This is an optimization exercise on Yosys and OpenROAD, whose aim is small area and a short achievable clock period, not a production implementation.
No run shown here included a check of the RTL's function; only the layout flow was run.
The flow treats the clock pin as an ideal source, which a real chip does not have.

==> flow/design.v (outline; a module is shown in full before it is edited, if it fits) <==
// module fir_32nd: 2075 lines
// module fir_fa: 4 lines
// module fir_ha: 4 lines
module fir_32nd (
    input clk,
    input reset,
    input signed [15:0] data_in,
    output reg signed [15:0] filtered_output
);
  // ...
==> flow/flow/run.sh <==
#!/bin/bash
# Own flow: the standard synthesis, then the standard ORFS steps with
# buf_4 port buffers, no delay cells in buffering, a fanout limit that
# turns the reset net into a buffer tree, and a larger setup margin so
# timing repair works on the paths that set the achieved period.
set -e
H=$PWD/flow/hook.tcl
bash standard.sh synth > synth.log 2>&1
bash standard.sh SETUP_SLACK_MARGIN=11 BUFFER_PORTS_ARGS="-buffer_cell sky130_fd_sc_hd__buf_4" \
  PRE_GLOBAL_PLACE_TCL=$H PRE_RESIZE_TCL=$H PRE_CTS_TCL=$H PRE_GLOBAL_ROUTE_TCL=$H finish > layout.log 2>&1
==> flow/flow/hook.tcl <==
# Keep delay cells out of buffering and sizing; split high-fanout nets (the reset net).
set_dont_use [get_lib_cells {sky130_fd_sc_hd__clkdlybuf4s* sky130_fd_sc_hd__dlygate4sd* sky130_fd_sc_hd__dlymetal6s*}]
set_max_fanout 16 [current_design]
==> flow/standard.sh <==
#!/bin/bash
# synth_recipe.tcl (not shown) runs the flow's synth.tcl, then flattens the netlist and writes it again
# the make line also repeats each setting of config.mk as NAME=value (left out here)
make -C /OpenROAD-flow-scripts/flow DESIGN_CONFIG=/design/flow/config.mk WORK_HOME=/design/flow/orfs CLKGATE_MAP_FILE= SYNTH_SCRIPT=/design/flow/synth_recipe.tcl "${@:-finish}"
==> flow/config.mk <==
export PLATFORM = sky130hd
export DESIGN_NAME = fir_32nd
export DESIGN_NICKNAME = fir_32nd
export VERILOG_FILES = /design/flow/design.v
export SDC_FILE = /design/flow/constraint.sdc
export NUM_CORES = 4
export LEC_CHECK = 0
export CAP_MARGIN = 20
export CORE_MARGIN = 2
export CORE_UTILIZATION = 45
export CTS_CLUSTER_DIAMETER = 120
export CTS_CLUSTER_SIZE = 40
export SLEW_MARGIN = 20
export SYNTH_HIERARCHICAL = 1
==> flow/constraint.sdc <==
create_clock -name core_clock -period 15.0 [get_ports {clk}]
set_input_delay 3.0000 -clock core_clock [delete_from_list [all_inputs] [get_ports {clk}]]
set_output_delay 3.0000 -clock core_clock [all_outputs]
set_load 0.01 [all_outputs]
==> flow_results.org, run 1 <==
** Layout
- The repair_antennas step left the layout with diodes totalling 0.
- By area, multi-input gates come first.
- Multi-input logic portion of the cell area :: 48.62%
- Layout clock area frac :: 3.496%
- Number of inserted filler cells in the final layout :: 7983
- Non-clock buffering overhead in the final layout :: 1.864%
- Layout sequential cell count :: 788
- Of the total standard cell area in the layout, the sequential portion is 40.26%.

** Timing
- Setup violations remaining at the end of the flow were counted as 0.
- Tightest Pin Transition :: 1.104 ns
- Final worst clock skew :: 0.04833 ns

** Route
- Top routing layer in use :: met4
- After the first detailed-routing iteration, the DRC count stood at 1586.

** Global routing
- Global routing consumed, over all layers together, 23.76% of the routing resources.
- Number of global-route vias before repair :: 25460

** Worst setup path
- Category of the critical setup timing path :: flop to flop
- Startpoint Class :: flop
- Largest fanout on the critical path :: 5
- Endpoint required time on the critical path :: 15.56 ns
- In this run the critical register-to-register path is captured at filtered_output[15].

** Synth
- The average instance in the mapped netlist occupies 15.84 um2.
- Of the total synthesized cell area, the portion taken by AND, OR, NAND and NOR gates is 2.249%.
- For this run, the number of Yosys warnings is 7.
- Area share of xor/xnor cells in the synthesized design :: 1.909%
- Synthesized-area fraction occupied by adder cells :: 44.75%
- After synthesis the cells add up to 42680 um2.

** Clock network
- In this run, post-CTS repair resized a total of 109 instances.
- For this design, the CTS-stage hold fixing added 0 buffers.

** Die
- Top-level port count :: 34

** Min path
- The worst hold path begins at x13[6].

** Status
- The run finished with no timing, DRC or antenna violations.
==> inputs of run 2 (changes only) <==
--- a/flow/config.mk
+++ b/flow/config.mk
@@ -7,8 +7,9 @@
 export LEC_CHECK = 0
 export CAP_MARGIN = 20
 export CORE_MARGIN = 2
-export CORE_UTILIZATION = 45
+export CORE_UTILIZATION = 65
 export CTS_CLUSTER_DIAMETER = 120
 export CTS_CLUSTER_SIZE = 40
 export SLEW_MARGIN = 20
 export SYNTH_HIERARCHICAL = 1
+export TNS_END_PERCENT = 5
==> flow_results.org, run 2 <==
** Synth
- Post-synthesis compound-gate area fraction :: 4.075% (unchanged)
- The number of flip-flops and latches in the synthesized netlist was 788 (unchanged).
- Post-synthesis cell type with the largest combined area :: sky130_fd_sc_hd__fa_1 (unchanged)
- The mux contribution to synthesized area came to 0.1202% (unchanged).
- Count of warnings emitted by yosys :: 7 (unchanged)
- Synth Instances :: 2694 (unchanged)
- The net count after synthesis is 3750 (unchanged).
- Main combinational cell family by area after synthesis :: adder cells (unchanged)
- The cell area after synthesis was 42680 um2 (unchanged).
- Synthesized-area fraction occupied by adder cells :: 44.75% (unchanged)
- Leading cell type by number of instances after synthesis :: sky130_fd_sc_hd__fa_1 (unchanged)
- Count of distinct cell types in the synthesized netlist :: 56 (unchanged)
- Most frequent cells after synthesis: 814 x sky130_fd_sc_hd__fa_1, 588 x sky130_fd_sc_hd__dfrtp_1, 302 x sky130_fd_sc_hd__inv_1 (unchanged).
- Synthesized area divided by synthesized cell count :: 15.84 um2 (unchanged)
- Simple-gate share of the synthesized area :: 2.249% (unchanged)
- The fraction of registers with async set/reset was 77.54% (unchanged).
- Proportion of synthesized chip area in sequential cells :: 44.20% (unchanged)
- The top cell type's share of synthesized area was 38.18% (unchanged).
- The most frequently used flop master after synthesis is sky130_fd_sc_hd__dfrtp_1 (unchanged).
- Ranking of synthesized cells by area: sky130_fd_sc_hd__fa_1 38%, sky130_fd_sc_hd__dfrtp_1 34%, sky130_fd_sc_hd__dfxtp_1 8.3% (unchanged).
- Area share of xor/xnor cells in the synthesized design :: 1.909% (unchanged)
- The number of flops mapped to enable cells by yosys came to 0 (unchanged).

** Timing
- Period Utilization, post-route :: 27.65% (was 28.23%)
- Setup repair after global routing missed its margin: true (unchanged).
- The worst-margin pin slew was 0.9688 ns (was 1.104 ns).
- Final worst clock skew :: 0.02131 ns (was 0.04833 ns)
- The final-layout worst hold slack came to 0.3433 ns (was 0.3272 ns).
- Setup-failing EPs final :: 0 (unchanged)
- The maximum achievable frequency is 241.1 MHz (was 236.2 MHz).
- Relative slew margins :: 34.73% (was 25.64%)
- The final hold violation count was 0 (unchanged).
- The total count of max-transition violations in the final report is 0 (unchanged).
- The final critical path time including I/O delays and setup came to 4.148 ns (was 4.234 ns).
- The final-layout setup total negative slack is 0 ns (unchanged).

** Global routing
- The total routing usage reported by global routing was 33.93% (was 23.76%).
- Total overflow reported by the global router :: 0 (unchanged)
- Antenna violations before repair :: 3 (was 0)
- Global-route wire length before repair :: 161.3 mm (was 166.9 mm)
- Largest net degree at the start of global routing :: 18 (unchanged)
- Number of global-route vias before repair :: 25424 (was 25460)

** Worst setup path
- Largest fanout on the critical path :: 1 (was 5)
- The startpoint kind of the worst setup timing path is a flop (unchanged).
- The largest stage delay on the critical path was 0.38 ns (was 0.53 ns).
- Endpoint required time on the critical path :: 12.00 ns (was 15.56 ns)
- The highest-delay cell along the critical path was sky130_fd_sc_hd__dfrtp_1 (was sky130_fd_sc_hd__fa_1).
- Series of cell instances along the critical path :: buf_4 (was buf_8, fa_1, fa_1, ha_4, ha_4, a21o_1, a311o_1, a2111oi_4, nor4_2, o311ai_2, buf_4, a31oi_2, or3_1, and3_1)
- Critical path data arrival time :: 1.15 ns (was 4.79 ns)
- Cell type group with the largest total delay on the critical path :: flip-flops (was adder cells)
- CP endpoint kind :: output pin (was flop)
- CP bufs+invs :: 1 (was 2)
- The type of the worst setup path is flop to output pin (was flop to flop).

** Placed design
- The post-detailed-placement half-perimeter wirelength was 86.17 mm (was 90.38 mm).
- The last weighted congestion value of the routability-driven placer is 0.9415 (was 0.8978).
- Number of buffers inserted by port buffering :: 33 (unchanged)

** Route
- Post-route DRC violation count :: 0 (unchanged)
- Detail Route Antenna Nets :: 0 (unchanged)
- The via density per instance was 5.829 (was 5.140).
- The wire length per cell came to 28.09 um (was 26.11 um).
- Violation count after the first detailed-routing iteration :: 1636 (was 1586)
- The detailed-route wire length is 105.7 mm (was 109.1 mm).
- The total iterations of the first detailed-routing run is 5 (unchanged).
- The overall via count from detail_route came to 21942 (was 21474).

** Layout
- The net total in the final layout is 3916 (was 3933).
- Share of cells above drive strength 1 :: 7.020% (was 8.208%)
- Top Registers :: R1a x31, R2a x31, R2b x31 (unchanged)
- Number of inserted filler cells in the final layout :: 4280 (was 7983)
- The post-synthesis to final-layout area growth came to 8.197% (was 10.10%).
- Top library cells by usage in the layout, fill and taps aside :: 814 x sky130_fd_sc_hd__fa_1, 566 x sky130_fd_sc_hd__dfrtp_1, 301 x sky130_fd_sc_hd__inv_1 (was 812 x sky130_fd_sc_hd__fa_1, 565 x sky130_fd_sc_hd__dfrtp_1, 300 x sky130_fd_sc_hd__inv_1)
- The leading cell type in the layout, fill and taps excluded is sky130_fd_sc_hd__fa_1 (unchanged).

** Flow run
- Total of max-cap violations :: 0 (unchanged)

** Clock network
- The clock buffer count from CTS came to 55 (unchanged).
- Clock insertion delay at the later pin of the skew report :: 0.64 ns (was 0.68 ns)
- The post-cts hold buffer count is 0 (unchanged).
- CTS Sinks :: 788 (unchanged)
- Post-CTS clock slew at the launch and capture registers of the worst setup and hold paths :: 0.08 ns (was 0.07 ns)
- The clock tree from TritonCTS is done (unchanged).

** Die
- Core Area :: 64700 um2 (was 93610 um2)
- The total die area was 67720 um2 (was 97320 um2).
- Top-level port count :: 34 (unchanged)
- X dimension of the die :: 260.2 um (was 312.0 um)
- Count of standard-cell rows :: 93 (was 112)
- Effective utilization at floorplan :: 65.96% (was 45.59%)
- Die height :: 260.2 um (was 312.0 um)

** Status
- Result of the run: finished clean (unchanged).

** Min path
- Class of the tightest hold or removal check :: flop to flop (unchanged)
==> run 2: cell families after synthesis <==
logic type / count (synthesis)
muxes: 5
adders and majority gates: 1038
xor gates and xnor gates: 93
other: 1
DFF: 788
AOI/OAI and AO/OA: 263
and+or+nand+nor: 200
buffers and inverters: 306
==> run 2: repair_timing <==
| action | in CTS | in global routing |
|---|---|---|
| gates resized for setup | 53 | 50 |
| gates cloned | 0 | 0 |
| buffers inserted | 4 | 20 |
| pin swaps | 1 | 13 |
| setup endpoints to repair | 473 | 230 |
==> run 2: stage by stage <==
step / cells / worst slack, ns / instance area (um2) / utilization, %
3_5_place_dp: 3634 / 8.262 / 44200 / 68.32
6_report: 3764 / 10.85 / 46180 / 71.37
5_1_grt: 3761 / 10.75 / 46170 / 71.36
4_1_cts: 3741 / 10.66 / 45900 / 70.95
2_1_floorplan: 2694 / 3.682 / 42680 / -
3_3_place_gp: 3634 / 8.505 / 44200 / 68.32
==> run 2: Yosys stat by module, one instance, submodules excluded <==
| module | flip-flops and latches | copies in the design | cell area, um2 | cells inside |
|---|---|---|---|---|
| fir_ha | 0 | 67 | 12.51 | 1 |
| fir_fa | 0 | 791 | 20.02 | 1 |
| fir_32nd | 788 | 1 | 26000 | 1836 |
==> run 2: final cells by class <==
type                       count  area [um2]  share of cell area [%]
timing repair buffer         113       671.9                   1.455
tap                          855        1070                   2.317
clock inverter                 3       45.04                 0.09755
multi-input combinational   1600       22800                   49.37
inverter                     302        1137                   2.463
clock buffer                 100        1545                   3.346
sequential                   788       18900                   40.93
antenna                        3       7.507                 0.01626
==> run 2: worst paths after layout <==
path | startpoint | to | slack [ns] | cells after the start
worst max register to register | x1[11] | filtered_output[15] | 10.87 | 13
worst max-delay path | filtered_output[5] | filtered_output[5] | 10.85 | 1
worst min register to register | p7[4] | p8[4] | 0.34 | 0
worst min-delay path | p7[4] | p8[4] | 0.34 | 0
max in group asynchronous | reset | p7[4] | 11.00 | 5
min in group asynchronous | reset | x13[10] | 2.51 | 3
==> run 2: metal layers <==
metal / vias to the layer above / global-route usage [%] / wire length, um
li1: 8904 / - / -
met1: 12020 / 48.47 / 43710
met2: 795 / 54.06 / 50570
met3: 221 / 5.809 / 6915
met4: 2 / 12.00 / 4513
met5: - / 0 / 13

re-timing with driven ports:
No port has a modelled driver above. Below, the same layouts with a new extraction and two added sets of constraints.
Step 1 sets driving cells, clkbuf_16 on the clock port and buf_2 on the other inputs (assumed; they add their load-dependent delay and slew).
Step 2 times the ports against the registers' clock, not the clock port: input delays grow and output delays shrink by t, the midpoint of the rising clock arrivals with the driver on.
Slacks: ideal ports / drivers / drivers and shift; pairs: ideal ports / drivers.
| run | t (ns) | setup WS [ns] | pins driven straight from the clock port |
|---|---|---|---|
| run 1 | 0.722 | 10.766 / 10.709 / 10.535 | 1 |
| run 2 | 0.691 | 10.852 / 10.786 / 10.339 | 1 |
After both steps every run listed still meets setup and hold. The setup slack of run 2, which loses most, moves by -0.066 ns with the drivers and by -0.513 ns with both steps. The worst setup slack also covers recovery checks on asynchronous resets.
